This is an optimization exercise on Yosys and OpenROAD, whose aim is small area, a short achievable clock period and few clock cycles, not a production implementation. Function was checked by simulation only, so behaviour that the tests miss may differ from the original.

purple:
// EC_TOP
module EC_TOP(
    clk, rst_n, in_valid,
    in_Px, in_Py, in_Qx, in_Qy, in_prime, in_a,
    out_valid, out_Rx, out_Ry
);
Size: about 2100 cells after synthesis, about 35 flip-flops, about 52 I/O pins.
==> flow/config.mk <==
export PLATFORM = sky130hd
export DESIGN_NAME = EC_TOP
export DESIGN_NICKNAME = EC_TOP
export VERILOG_FILES = /design/flow/design.v
export SDC_FILE = /design/flow/constraint.sdc
export NUM_CORES = 4
export LEC_CHECK = 0
export ABC_AREA = 1
export CAP_MARGIN = 20
export CORE_MARGIN = 2
export CORE_UTILIZATION = 30
export PLACE_DENSITY = 0.5
export SLEW_MARGIN = 20
==> flow/constraint.sdc <==
create_clock -name core_clock -period 80.0 [get_ports {clk}]
set_input_delay 16.0000 -clock core_clock [delete_from_list [all_inputs] [get_ports {clk}]]
set_output_delay 16.0000 -clock core_clock [all_outputs]
set_load 0.01 [all_outputs]
standard.sh (not shown) runs the stock make flow with config.mk's settings and CLKGATE_MAP_FILE= SYNTH_SCRIPT=/design/flow/synth_recipe.tcl, a recipe that flattens the netlist after the stock synthesis.
==> flow/flow/run.sh <==
#!/bin/bash
# The standard layout (the standard.sh), with these changes:
# - synthesis maps Yosys's carry-lookahead cells ($lcu) to ripple carry
#   (flow/ripple_lcu.v) instead of ORFS's Kogge-Stone map, which makes the
#   many small adders of this design about a fifth smaller;
# - every port is still buffered, with the smallest buffer cell;
# - the clock tree uses mid-sized clock buffers and no dummy loads (there are only
#   a few dozen flip-flops).
set -euo pipefail
export SYNTH_OPERATIONS_ARGS="-extra-map $PWD/flow/ripple_lcu.v"
export BUFFER_PORTS_ARGS="-buffer_cell sky130_fd_sc_hd__buf_1"
export CTS_ARGS="-sink_clustering_enable -repair_clock_nets -dont_use_dummy_load -root_buf sky130_fd_sc_hd__clkbuf_8 -buf_list sky130_fd_sc_hd__clkbuf_8"
bash standard.sh finish > standard.log 2>&1
==> flow/flow/ripple_lcu.v <==
(* techmap_celltype = "$lcu" *)
module _80_lcu_ripple (P, G, CI, CO);
	parameter WIDTH = 2;

	(* force_downto *)
	input [WIDTH-1:0] P, G;
	input CI;

	(* force_downto *)
	output [WIDTH-1:0] CO;

	integer i;
	(* force_downto *)
	reg [WIDTH-1:0] c;

	wire [1023:0] _TECHMAP_DO_ = "proc; opt -fast";

	always @* begin
		c[0] = G[0] | (P[0] & CI);
		for (i = 1; i < WIDTH; i = i + 1)
			c[i] = G[i] | (P[i] & c[i - 1]);
	end

	assign CO = c;
endmodule
Testbench counts of purple, summed over its fixed seeds: cycles 1,600.
Relative to purple, the following input files were edited for blue:
==> flow/flow/run.sh <==
#!/bin/bash
# The standard layout (the standard.sh), with these changes:
# - synthesis maps Yosys's carry-lookahead cells ($lcu) to ripple carry
#   (flow/ripple_lcu.v) instead of ORFS's Kogge-Stone map, which makes the
#   many small adders of this design about a fifth smaller;
# - every port is still buffered, with the smallest buffer cell;
# - the clock tree uses small clock buffers and no dummy loads (there are only
#   a few dozen flip-flops).
set -euo pipefail
export SYNTH_OPERATIONS_ARGS="-extra-map $PWD/flow/ripple_lcu.v"
export BUFFER_PORTS_ARGS="-buffer_cell sky130_fd_sc_hd__buf_1"
export CTS_ARGS="-sink_clustering_enable -repair_clock_nets -dont_use_dummy_load -root_buf sky130_fd_sc_hd__clkbuf_4 -buf_list sky130_fd_sc_hd__clkbuf_4"
bash standard.sh finish > standard.log 2>&1
Findings:
- Summary of blue over purple: chip height saw little to no change, layout overhead on the synthesized area fell by 0.20 points, number of buffers added to fix hold violations after cts closely matched the old numbers.
- Final clock period utilization by the worst path of blue is on par with purple.
- Worst hold slack after final layout (blue over purple): decrease, 54 ps
- Utilization of purple is on par with blue.
- Comparing blue with purple, the design area came out essentially unchanged.


## run A
EC_TOP, a different RTL version from the one above (not shown whole).
For scale: roughly 2,300 cells after synthesis, roughly 52 I/O pins.
Settings: LEC_CHECK=0, CAP_MARGIN=20, CORE_MARGIN=2, CORE_UTILIZATION=30, PLACE_DENSITY=0.5, SLEW_MARGIN=20; clock period 80.0 ns.
run.sh (not shown) runs the stock make flow with config.mk's settings and CLKGATE_MAP_FILE= SYNTH_SCRIPT=/design/flow/synth_recipe.tcl, a recipe that flattens the netlist after the stock synthesis.
Stock flow here: none of the scripts above is used.
Testbench counts of run A, summed over its fixed seeds: cycles 1,600.
Inputs modified between run A and run B:
==> flow/flow/run.sh (new file) <==
#!/bin/bash
# The standard layout (the standard.sh), with two changes:
# - synthesis maps Yosys's carry-lookahead cells ($lcu) to ripple carry
#   (flow/ripple_lcu.v) instead of ORFS's Kogge-Stone map, which makes the
#   many small adders of this design about a fifth smaller;
# - timing repair aims for 45 ns of setup slack, so that the resizer speeds
#   up the long adder chains (the constraints themselves are unchanged).
set -euo pipefail
export SYNTH_OPERATIONS_ARGS="-extra-map $PWD/flow/ripple_lcu.v"
bash standard.sh SETUP_SLACK_MARGIN=45 finish > standard.log 2>&1
==> flow/flow/ripple_lcu.v (new file) <==
(* techmap_celltype = "$lcu" *)
module _80_lcu_ripple (P, G, CI, CO);
	parameter WIDTH = 2;

	(* force_downto *)
	input [WIDTH-1:0] P, G;
	input CI;

	(* force_downto *)
	output [WIDTH-1:0] CO;

	integer i;
	(* force_downto *)
	reg [WIDTH-1:0] c;

	wire [1023:0] _TECHMAP_DO_ = "proc; opt -fast";

	always @* begin
		c[0] = G[0] | (P[0] & CI);
		for (i = 1; i < WIDTH; i = i + 1)
			c[i] = G[i] | (P[i] & c[i - 1]);
	end

	assign CO = c;
endmodule
==> flow/standard.sh (new file) <==
#!/bin/bash
# synth_recipe.tcl (not shown) runs the flow's synth.tcl, then flattens the netlist and writes it again
# the make line also repeats each setting of config.mk as NAME=value (left out here)
make -C /OpenROAD-flow-scripts/flow DESIGN_CONFIG=/design/flow/config.mk WORK_HOME=/design/flow/orfs CLKGATE_MAP_FILE= SYNTH_SCRIPT=/design/flow/synth_recipe.tcl "${@:-finish}"
removed: flow/run.sh
## What came out
Taking run A as the reference, in run B post-synthesis cell area now smaller; number of fill cells in the layout went down 1,110.
Relative to run A, peak fanout along the critical path has decreased by 4 in run B.
Compared with run A, run B shows a higher non-clock buffer count.
Final area, run A and run B: larger value in run A
Comparing run A against run B, there is no change at all in setup TNS after final layout.
Edits applied to the flow inputs when going from run B to run C:
# run B
export LEC_CHECK = 0
export CAP_MARGIN = 20
export CORE_MARGIN = 2
export CORE_UTILIZATION = 30
export PLACE_DENSITY = 0.5
export SLEW_MARGIN = 20
create_clock -name core_clock -period 80.0 [get_ports {clk}]
# run C
export LEC_CHECK = 0
export CAP_MARGIN = 20
export CORE_MARGIN = 2
export CORE_UTILIZATION = 55
export PLACE_DENSITY = 0.65
export SLEW_MARGIN = 20
create_clock -name core_clock -period 80.0 [get_ports {clk}]
==> notes.md <==
- Run C -> run B: synthesized cell count delta 0, exact match
- Between run C and run B, it is run C whose global-route usage is higher, by 13 points.
- Run B → run C: total inserted antenna cells rose by 1; multi-input combinational area share up 1.1 points; total length of routed met3 wires saw an increase.
What run D does differently from run C at the input level:
# run C
export LEC_CHECK = 0
export CAP_MARGIN = 20
export CORE_MARGIN = 2
export CORE_UTILIZATION = 55
export PLACE_DENSITY = 0.65
export SLEW_MARGIN = 20
create_clock -name core_clock -period 80.0 [get_ports {clk}]
# run D
export LEC_CHECK = 0
export CAP_MARGIN = 20
export CORE_MARGIN = 2
export CORE_UTILIZATION = 30
export PLACE_DENSITY = 0.5
export SLEW_MARGIN = 20
create_clock -name core_clock -period 80.0 [get_ports {clk}]
==> flow/flow/run.sh <==
#!/bin/bash
# The standard layout (the standard.sh), with two changes:
# - synthesis maps Yosys's carry-lookahead cells ($lcu) to ripple carry
#   (flow/ripple_lcu.v) instead of ORFS's Kogge-Stone map, which makes the
#   many small adders of this design about a fifth smaller;
# - timing repair aims for 30 ns of setup slack, so that the resizer speeds
#   up the long adder chains (the constraints themselves are unchanged).
set -euo pipefail
export SYNTH_OPERATIONS_ARGS="-extra-map $PWD/flow/ripple_lcu.v"
bash standard.sh SETUP_SLACK_MARGIN=30 finish > standard.log 2>&1
==> notes.md <==
- Measured against each other, run C and run D differ in clock-buffer cell count, the lower figure coming from run D.
- Comparing run C with run D, the fraction of area in registers came out essentially unchanged.
- Final cycle utilization of the critical path: run D vs run C — no meaningful difference
- A highest routing layer actually used of met4 is what run C shows, while met5 belongs to run D.
- Run comparison: run D critical path capture point s_r[0]; run C critical path capture point s_r[3]
- Compared run D vs run C, and ratio of cells with drive above 1 in the final layout is up in run D.
#### Input delta (run E over run D)
==> flow/flow/run.sh <==
#!/bin/bash
# The standard layout (the standard.sh), with one change to synthesis:
# Yosys's carry-lookahead cells ($lcu) are mapped to ripple carry
# (flow/ripple_lcu.v) instead of ORFS's Kogge-Stone map, which makes the
# many small adders of this design about a fifth smaller.
set -euo pipefail
export SYNTH_OPERATIONS_ARGS="-extra-map $PWD/flow/ripple_lcu.v"
bash standard.sh finish > standard.log 2>&1
### Flow results
Run E vs run D: arrival time at the worst endpoint up
Detailed router's first-iteration violation count deteriorates in run E relative to run D.
Re height of the die: no difference whatsoever between run E and run D.
Looking at final clock period utilization by the worst path across run E and run D, the one that comes out higher is run E.
In the tables for run E and run D, global-route usage reads lower with run E.
No stage failed in run E, and the final checks on the layout all came back clean.

## port drivers added, routing unchanged
The results above use ideal ports. As a check the final layouts listed here were re-extracted and re-timed, cells and wires unchanged.
Step 1 sets driving cells, clkbuf_16 on the clock port and buf_2 on the other inputs (assumed; they add their load-dependent delay and slew).
Step 2, shift: input delay + t, output delay - t, t = (earliest + latest rising clock arrival at the registers) / 2. This alone moves slack from input paths to output paths.
a / b / c = no drivers / after step 1 / after step 2; a / b = the first two.
| run | t (ns) | setup WS [ns] | worst setup path after step 2 | worst register clock-pin slew, ns | worst data-port slew with drivers (ns) |
|---|---|---|---|---|---|
| purple | 0.320 | 34.158 / 34.126 / 34.446 | register to output | 0.08 / 0.08 | 0.11 |
| blue | 0.372 | 34.110 / 34.079 / 34.452 | register to output | 0.12 / 0.12 | 0.11 |
| run A | 0.338 | 29.594 / 29.626 / 29.288 | input to register | 0.06 / 0.06 | 0.09 |
| run B | 0.346 | 28.952 / 28.952 / 28.606 | input to register | 0.06 / 0.06 | 0.11 |
| run C | 0.305 | 28.949 / 28.940 / 28.635 | input to register | 0.06 / 0.06 | 0.12 |
| run D | 0.345 | 29.018 / 29.007 / 28.663 | input to register | 0.06 / 0.06 | 0.10 |
| run E | 0.341 | 22.324 / 22.349 / 22.009 | input to register | 0.06 / 0.06 | 0.09 |
After both steps every run listed still meets setup and hold. The setup slack of run D, which loses most, moves by -0.011 ns with the drivers and by -0.355 ns with both steps.
